Context: an optimization exercise on an open-source flow, tuned for small area. The choices shown serve that exercise and are no tape-out recipe. The RTL was checked by simulation tests, not by an equivalence proof against the original design. The clock port is modelled as an ideal driver; clocking choices that lean on that would not hold on a real chip. Power figures rest on the tool's default switching activity, not on a simulated workload.

Design timer_top, start of the top module:
module timer_top (
	input wire sys_clk,
	input wire sys_rst_n,
	input wire tim_pwrite,
	input wire tim_psel,
	input wire tim_penable,
	input wire [11:0] tim_paddr,
	input wire [31:0] tim_pwdata,
	input wire [3:0] tim_pstrb,
	input wire dbg_mode,
	output reg [31:0] tim_prdata,
	output wire tim_pready,
	output wire tim_pslverr,
	output wire tim_int
);
clock: 5.5 ns
lec_check: 0
cap_margin: 20
core_margin: 2
core_utilization: 70
place_density: 0.8
slew_margin: 20
standard.sh (not shown) runs the stock make flow with config.mk's settings and CLKGATE_MAP_FILE= SYNTH_SCRIPT=/design/flow/synth_recipe.tcl, a recipe that flattens the netlist after the stock synthesis.
==> flow/flow/run.sh <==
#!/bin/bash
# The standard layout (standard.sh, unchanged synthesis) with:
#  - port buffers of the smallest buffer cell instead of the default pick
#  - clock tree without dummy load cells, built from small clock buffers;
#    after CTS, leaf buffers whose flip-flop clock pins see a slow edge are
#    upsized (flow/post_cts.tcl)
set -o pipefail
export BUFFER_PORTS_ARGS="-buffer_cell sky130_fd_sc_hd__buf_1"
export CTS_ARGS="-sink_clustering_enable -repair_clock_nets -dont_use_dummy_load -buf_list sky130_fd_sc_hd__clkbuf_4"
export POST_CTS_TCL="$(pwd)/flow/post_cts.tcl"
bash standard.sh finish > standard.log 2>&1
==> flow/flow/post_cts.tcl <==
# Upsize clock-tree leaf buffers whose flip-flop clock pins see a slow edge.
estimate_parasitics -placement
foreach inst [get_cells clkbuf_*] {
  set worst 0.0
  foreach pin [get_pins -of_objects $inst -filter "direction==output"] {
    foreach load [get_pins -of_objects [get_nets -of_objects $pin] -filter "direction==input"] {
      set s [get_property $load slew_max]
      if {$s > $worst} { set worst $s }
    }
  }
  if {$worst > 0.10} {
    puts "POST_CTS upsizing [get_name $inst] (clock slew $worst)"
    replace_cell $inst sky130_fd_sc_hd__clkbuf_8
  }
}
estimate_parasitics -placement
detailed_placement
check_placement -verbose
report_design_area
The starting point completed without violations.
==> next run, changes <==
--- a/flow/flow/run.sh
+++ b/flow/flow/run.sh
@@ -6,0 +7,2 @@
+#  - after floorplan, combinational cells are sized down to the smallest of
+#    their family (flow/post_floorplan.tcl); later repair upsizes as needed
@@ -10,0 +13 @@
+export POST_FLOORPLAN_TCL="$(pwd)/flow/post_floorplan.tcl"
==> flow/flow/post_floorplan.tcl (new file) <==
# Size every combinational cell down to the smallest cell of its family;
# the placement and CTS repair steps that follow upsize what timing needs.
set ndown 0
foreach inst [get_cells *] {
  set ref [get_property $inst ref_name]
  if {![regexp {^(sky130_fd_sc_hd__[a-z0-9]+)_([0-9]+)$} $ref -> fam drv]} continue
  if {[regexp {__(df|sdf|edf|dl|sdl|clk|conb|tap|fill|decap|buf|probe|lpflow|ebuf|einv)} $fam]} continue
  set best $ref; set barea [get_property [get_lib_cells */$ref] area]
  foreach lc [get_lib_cells */${fam}_*] {
    set n [get_name $lc]
    if {![regexp "^${fam}_\[0-9\]+\$" $n]} continue
    if {[get_property $lc dont_use]} continue
    set a [get_property $lc area]
    if {$a < $barea} { set best $n; set barea $a }
  }
  if {$best != $ref} { replace_cell $inst $best; incr ndown }
}
puts "DOWNSIZE resized $ndown cells"
report_design_area
What happened: Design area hardly moves. Synthesized area does not change. Routed wire length grows by 0.30%. Clock skew stays flat. Maximum frequency falls by 3.4%. Non-clock buffer count stays the same. First-iteration DRC count grows by 3.1%. Combinational power hardly moves. Flip-flop and latch count does not change. Sequential power stays flat. Cell count does not change.
==> next run, changes <==
--- a/flow/flow/run.sh
+++ b/flow/flow/run.sh
@@ -6,3 +6,2 @@
-#    upsized (flow/post_cts.tcl)
-#  - after floorplan, combinational cells are sized down to the smallest of
-#    their family (flow/post_floorplan.tcl); later repair upsizes as needed
+#    upsized (flow/post_cts.tcl), and data-path cells with spare setup slack
+#    are downsized
@@ -13 +11,0 @@
-export POST_FLOORPLAN_TCL="$(pwd)/flow/post_floorplan.tcl"
--- a/flow/flow/post_cts.tcl
+++ b/flow/flow/post_cts.tcl
@@ -0,0 +1,2 @@
+# Area recovery on data paths with spare setup slack.
+repair_timing -recover_power 100
removed: flow/flow/post_floorplan.tcl
What happened: Final cell count goes up by 0.32%. Design area goes up by 0.50%. Global-route usage goes down by 0.21 points. Via count goes down by 1.3%. Clock power goes down by 4.0%.
==> next run, changes <==
--- a/flow/flow/run.sh
+++ b/flow/flow/run.sh
@@ -6,2 +6 @@
-#    upsized (flow/post_cts.tcl), and data-path cells with spare setup slack
-#    are downsized
+#    upsized (flow/post_cts.tcl)
--- a/flow/flow/post_cts.tcl
+++ b/flow/flow/post_cts.tcl
@@ -1,2 +0,0 @@
-# Area recovery on data paths with spare setup slack.
-repair_timing -recover_power 100
--- a/flow/config.mk
+++ b/flow/config.mk
@@ -8 +8 @@
-export CAP_MARGIN = 20
+export CAP_MARGIN = 0
@@ -12 +12 @@
-export SLEW_MARGIN = 20
+export SLEW_MARGIN = 0
=>
- area after synthesis does not change
- count of clock-buffer cells in the layout stays the same
- register-to-register slack improved by 80 ps
- cell area goes down by 0.72%

-- port drivers added, routing unchanged --
The results above use ideal ports. As a check the final layouts listed here were re-extracted and re-timed, cells and wires unchanged.
Step 1 (the two cells are an assumption about what drives the block):
set clk [get_ports {sys_clk}]
set_driving_cell -lib_cell sky130_fd_sc_hd__clkbuf_16 $clk
set_driving_cell -lib_cell sky130_fd_sc_hd__buf_2 [delete_from_list [all_inputs] $clk]
Step 2 times the ports against the registers' clock, not the clock port: input delays grow and output delays shrink by t, the midpoint of the rising clock arrivals with the driver on.
Three values: no drivers, after step 1, after step 2; two values: the first two.
run | t, ns | setup WS [ns] | hold WS [ns] | latest minus earliest clock arrival (ns) | worst slew at a driven data input, ns
the first run | 0.468 | 0.454 / 0.454 / 0.454 | 0.535 / 0.535 / 0.535 | 0.036 / 0.036 | 0.04
the second run | 0.471 | 0.278 / 0.278 / 0.278 | 0.534 / 0.534 / 0.534 | 0.033 / 0.033 | 0.03
the third run | 0.474 | 0.358 / 0.358 / 0.358 | 0.535 / 0.535 / 0.535 | 0.036 / 0.036 | 0.04
the fourth run | 0.473 | 0.437 / 0.437 / 0.437 | 0.534 / 0.534 / 0.534 | 0.040 / 0.040 | 0.04
After both steps setup and hold are still met in every run listed.
